Background: an optimization exercise with open tools, aiming at small area. Do not read the settings as production practice. Only simulation tests tie the RTL to the original design; equivalence was not proved.

==> run A: inputs <==
// TopLevel
module TopLevel(Clk, Rst, v0, v1, imem_addr, imem_data, dmem_addr, dmem_wdata, dmem_we, dmem_re, dmem_rdata, sad_re, sad_addr, sad_rdata);
input Clk, Rst;
output  [31:0] v0;
output  [31:0] v1;
output [9:0]   imem_addr;
input  [31:0]  imem_data;
output [14:0]  dmem_addr;
output [31:0]  dmem_wdata;
output         dmem_we;
output         dmem_re;
input  [31:0]  dmem_rdata;
output         sad_re;
output [239:0] sad_addr;
input  [511:0] sad_rdata;
integer k;
reg  [31:0] PC;
reg  [31:0] Instr_D;
reg         fl_D;           
wire [29:0] pcinc;
wire        pcinc_co;
rca #(30) pcadd(.a(PC[31:2]), .b(30'd0), .ci(1'b1), .s(pcinc), .co(pcinc_co));
wire [31:0] PC4_F = {pcinc, PC[1:0]};
assign imem_addr = PC[11:2];
wire [31:0] PC4_D = fl_D ? 32'd0 : PC;
wire [4:0] rs_n = Instr_D[25:21];
wire [4:0] rt_n = Instr_D[20:16];
wire [4:0] rd_n = Instr_D[15:11];
wire [4:0] c_ALUOp; wire [1:0] c_RegDst, c_SEH_Mux, c_BitsIn, c_sadRW;
wire c_RegWrite, c_ALUSrc, c_MemWrite, c_MemRead, c_MemToReg, c_Branch, c_Jal, c_MAS,
     c_HiLoZero, c_HiLoOut, c_WDHi, c_WDLo, c_HiLoWB, c_SeOpt, c_SelMadd, c_HiLoSel,
  ...
==> flow/config.mk <==
export PLATFORM = sky130hd
export DESIGN_NAME = TopLevel
export DESIGN_NICKNAME = TopLevel
export VERILOG_FILES = /design/flow/design.v
export SDC_FILE = /design/flow/constraint.sdc
export NUM_CORES = 4
export LEC_CHECK = 0
export ABC_AREA = 1
export CAP_MARGIN = 35
export CORE_MARGIN = 2
export CORE_UTILIZATION = 50
export PLACE_DENSITY = 0.62
export SLEW_MARGIN = 30
==> flow/constraint.sdc <==
create_clock -name core_clock -period 20.0 [get_ports {Clk}]
set_input_delay 4.0000 -clock core_clock [delete_from_list [all_inputs] [get_ports {Clk}]]
set_output_delay 4.0000 -clock core_clock [all_outputs]
set_load 0.01 [all_outputs]
standard.sh (not shown) runs the stock make flow with config.mk's settings and CLKGATE_MAP_FILE= SYNTH_SCRIPT=/design/flow/synth_recipe.tcl, a recipe that flattens the netlist after the stock synthesis.
==> flow/flow/run.sh <==
#!/bin/bash
# The standard layout (the standard.sh: standard synthesis, floorplan,
# placement, CTS, routing, finish) with two layout choices changed:
#  - the port buffers are the smallest buffer cell (buf_1) instead of the
#    resizer's default pick; every port still gets its own buffer;
#  - CTS builds the tree from clkbuf_16 with larger sink clusters and inserts
#    no dummy balancing loads.
# The make output goes to standard_flow.log; ORFS keeps each step's log
# under orfs/logs.
set -euo pipefail
export BUFFER_PORTS_ARGS="-buffer_cell sky130_fd_sc_hd__buf_1"
export CTS_ARGS="-sink_clustering_enable -repair_clock_nets -buf_list sky130_fd_sc_hd__clkbuf_16 -sink_clustering_size 30 -sink_clustering_max_diameter 80 -dont_use_dummy_load"
bash standard.sh finish > standard_flow.log 2>&1
==> inputs of run K, as changes to run A <==
--- a/flow/config.mk
+++ b/flow/config.mk
@@ -10,4 +10,4 @@
 export CORE_MARGIN = 2
-export CORE_UTILIZATION = 50
-export PLACE_DENSITY = 0.62
+export CORE_UTILIZATION = 40
+export PLACE_DENSITY = 0.55
 export SLEW_MARGIN = 30
==> qor summary <==
|  | run K | run A |
|---|---|---|
| Status | finished clean | finished clean |
| Number of standard-cell rows in the floorplan | 247 | 221 |
| Final clock-cell share | 0.0215 | 0.0203 |
| Fin area | 0.194 mm2 | 0.193 mm2 |
| Number of nets in the final layout | 22811 | 22817 |
| Placed cell count | 26015 | 24841 |
| Height of the die | 677 um | 606 um |
| Global routing met1 resource utilization | 0.450 | 0.538 |
| Global Route met2 Usage | 0.526 | 0.612 |
| Post-detailed-placement half-perimeter wirelength | 598000 um | 567000 um |
| Flip-flop and latch area | 0.0689 mm2 | 0.0689 mm2 |
| Post-route fraction of the period consumed by the critical path | 0.969 | 0.967 |
| Final instance count without filler cells | 26232 | 25051 |
| Area occupied by multi-input gates | 0.0999 mm2 | 0.100 mm2 |

========
==> job 4843: inputs <==
Another version of the RTL of TopLevel (not shown whole).
Settings: LEC_CHECK=0, ABC_AREA=1, CAP_MARGIN=35, CORE_MARGIN=2, CORE_UTILIZATION=40, PLACE_DENSITY=0.55, SLEW_MARGIN=30; clock period 20.0 ns.
==> flow/flow/run.sh <==
#!/bin/bash
# The standard layout (the standard.sh: standard synthesis, floorplan,
# placement, CTS, routing, finish) with two layout choices changed:
#  - the port buffers are the smallest buffer cell (buf_1) instead of the
#    resizer's default pick; every port still gets its own buffer;
#  - CTS builds the tree from clkbuf_16 with larger sink clusters and inserts
#    no dummy balancing loads.
# The make output goes to standard_flow.log; ORFS keeps each step's log
# under orfs/logs.
set -euo pipefail
export BUFFER_PORTS_ARGS="-buffer_cell sky130_fd_sc_hd__buf_1"
export CTS_ARGS="-sink_clustering_enable -repair_clock_nets -buf_list sky130_fd_sc_hd__clkbuf_16 -sink_clustering_size 20 -sink_clustering_max_diameter 60 -dont_use_dummy_load"
bash standard.sh finish > standard_flow.log 2>&1
==> job 4182: changes against job 4843 <==
==> flow/run.sh (new file) <==
#!/bin/bash
# synth_recipe.tcl (not shown) runs the flow's synth.tcl, then flattens the netlist and writes it again
# the make line also repeats each setting of config.mk as NAME=value (left out here)
make -C /OpenROAD-flow-scripts/flow DESIGN_CONFIG=/design/flow/config.mk WORK_HOME=/design/flow/orfs CLKGATE_MAP_FILE= SYNTH_SCRIPT=/design/flow/synth_recipe.tcl finish
Settings changed: ABC_AREA 1 to unset, CAP_MARGIN 35 to 20, CORE_UTILIZATION 40 to 30, PLACE_DENSITY 0.55 to 0.45, SLEW_MARGIN 30 to 20.
removed: flow/flow/run.sh
removed: flow/standard.sh
==> results.toml <==
[outcome]
status = "timing/DRC/antenna clean"

[yosys]
syn_nets = 23210
synth-xor-area-share_pct = 6.013

[setup_path]
rr_startpoint = "Fr[5][0]$_SDFFE_PP0P_"
worst_ep_arrival_time_ps = 18390
slowest_delay_ps = 610

[placement]
place_congestion = 1.048
dp_hpwl_mm = 585.2

[min_path]
min-delay-start = "wd_2[3]$_DFF_P_"

[timing]
fin_hold_ws_ps = 280.4

[final_layout]
clock_tree_area_fraction_pct = 3.703
area_growth_pct = 8.681

[floorplanning]
start_util_pct = 40.13

[global_route]
antenna_found_initial = 88
# the run above: job 4843

==> results.toml <==
[floorplanning]
start_util_pct = 30.15

[outcome]
status = "timing/DRC/antenna clean"

[setup_path]
worst_ep_arrival_time_ps = 18420

[yosys]
synth-xor-area-share_pct = 5.141

[min_path]
min-delay-start = "hi_3[1]$_DFF_P_"

[final_layout]
area_growth_pct = 15.95

[global_route]
antenna_found_initial = 108

[timing]
fin_hold_ws_ps = 274.0

[placement]
dp_hpwl_mm = 658.4
# the run above: job 4182


========
==> inputs of build 37 <==
TopLevel again, from the RTL that the note above started with.
==> flow/config.mk <==
export PLATFORM = sky130hd
export DESIGN_NAME = TopLevel
export DESIGN_NICKNAME = TopLevel
export VERILOG_FILES = /design/flow/design.v
export SDC_FILE = /design/flow/constraint.sdc
export NUM_CORES = 4
export LEC_CHECK = 0
export ABC_AREA = 1
export CAP_MARGIN = 20
export CORE_MARGIN = 2
export CORE_UTILIZATION = 40
export PLACE_DENSITY = 0.55
export SLEW_MARGIN = 20
==> flow/constraint.sdc <==
create_clock -name core_clock -period 20.0 [get_ports {Clk}]
set_input_delay 4.0000 -clock core_clock [delete_from_list [all_inputs] [get_ports {Clk}]]
set_output_delay 4.0000 -clock core_clock [all_outputs]
set_load 0.01 [all_outputs]
==> flow/flow/run.sh <==
#!/bin/bash
# The standard layout (the standard.sh: standard synthesis, floorplan,
# placement, CTS, routing, finish) with two layout choices changed:
#  - the port buffers are the smallest buffer cell (buf_1) instead of the
#    resizer's default pick; every port still gets its own buffer;
#  - CTS builds the tree from clkbuf_16 with larger sink clusters and inserts
#    no dummy balancing loads.
# The make output goes to standard_flow.log; ORFS keeps each step's log
# under orfs/logs.
set -euo pipefail
export BUFFER_PORTS_ARGS="-buffer_cell sky130_fd_sc_hd__buf_1"
export CTS_ARGS="-sink_clustering_enable -repair_clock_nets -buf_list sky130_fd_sc_hd__clkbuf_16 -sink_clustering_size 30 -sink_clustering_max_diameter 80 -dont_use_dummy_load"
bash standard.sh finish > standard_flow.log 2>&1
==> build 80 (differences from build 37) <==
==> flow/flow/run.sh (replaced) <==
#!/bin/bash
# The standard layout (the standard.sh: standard synthesis, floorplan,
# placement, CTS, routing, finish) with three layout choices changed:
#  - the port buffers are the smallest buffer cell (buf_1) instead of the
#    resizer's default pick; every port still gets its own buffer;
#  - CTS uses clkbuf_8 and inserts no dummy balancing loads;
#  - after routing-stage timing repair, non-critical gates are downsized.
set -euo pipefail
export BUFFER_PORTS_ARGS="-buffer_cell sky130_fd_sc_hd__buf_1"
export CTS_ARGS="-sink_clustering_enable -repair_clock_nets -buf_list sky130_fd_sc_hd__clkbuf_8 -dont_use_dummy_load"
export RECOVER_POWER=100
bash standard.sh finish > standard_flow.log 2>&1
==> comparison table <==
item	build 80	build 37
Outcome	finished with violations	complete, no violations
Reasons for failing layout checks	max-capacitance violations, max-slew violations	-
Detail Route met2 WL	354 mm	352 mm
Worst slew margin	-462%	6.10%
Fraction of cell area in non-clock buffers	3.19%	3.48%
Sequential cell area	68900 µm²	68900 µm²
Final Max Tran Viols	4442	0
Proportion of layout cells with a drive suffix above 1	4.86%	3.96%
Number of DRC markers in iteration 0	18900	18900
Total iterations of the first detailed-routing run	7	9
Growth of design area from synthesis to finish	8.05%	6.66%
Root buf cell	sky130_fd_sc_hd__clkbuf_8	sky130_fd_sc_hd__clkbuf_16
Global routing usage on met2	51.9%	51.7%
Combined area of the multi-input logic cells	100000 µm²	100000 µm²
Number of global-route vias before repair	148000	145000
Antenna violations before repair	84	83
Fraction of area in multi-input gates	50.7%	51.4%

-- re-timing with driven ports --
No port has a modelled driver above. Below, the same layouts with a new extraction and two added sets of constraints. Step 1: set_driving_cell puts a clkbuf_16 on Clk and a buf_2 on each other input, an assumption about the parent block. Step 2 adds t to the input delays and takes it off the output delays; t is the mean of the earliest and latest rising clock arrival at the registers after step 1. Input paths then give back, and output paths get back, about the clock's delay inside the block. a / b / c = no drivers / after step 1 / after step 2; a / b = the first two.
run | t (ns) | setup WS [ns] | worst setup path after step 2 | clock arrival spread, ns
run A | 1.027 | 0.663 / 0.663 / 0.663 | register to register | 0.177 / 0.178
run K | 1.075 | 0.616 / 0.616 / 0.616 | register to register | 0.124 / 0.124
job 4843 | 1.026 | 2.421 / 2.421 / 2.421 | register to register | 0.148 / 0.148
job 4182 | 1.124 | 2.419 / 2.419 / 2.419 | register to register | 0.143 / 0.144
build 37 | 1.056 | 2.499 / 2.499 / 2.499 | register to register | 0.137 / 0.137
build 80 | 1.291 | 1.254 / 1.254 / 1.107 | input to register | 0.173 / 0.172
For build 80, which loses most, drivers alone change the setup slack by 0.000 ns; drivers and shift together by -0.147 ns.
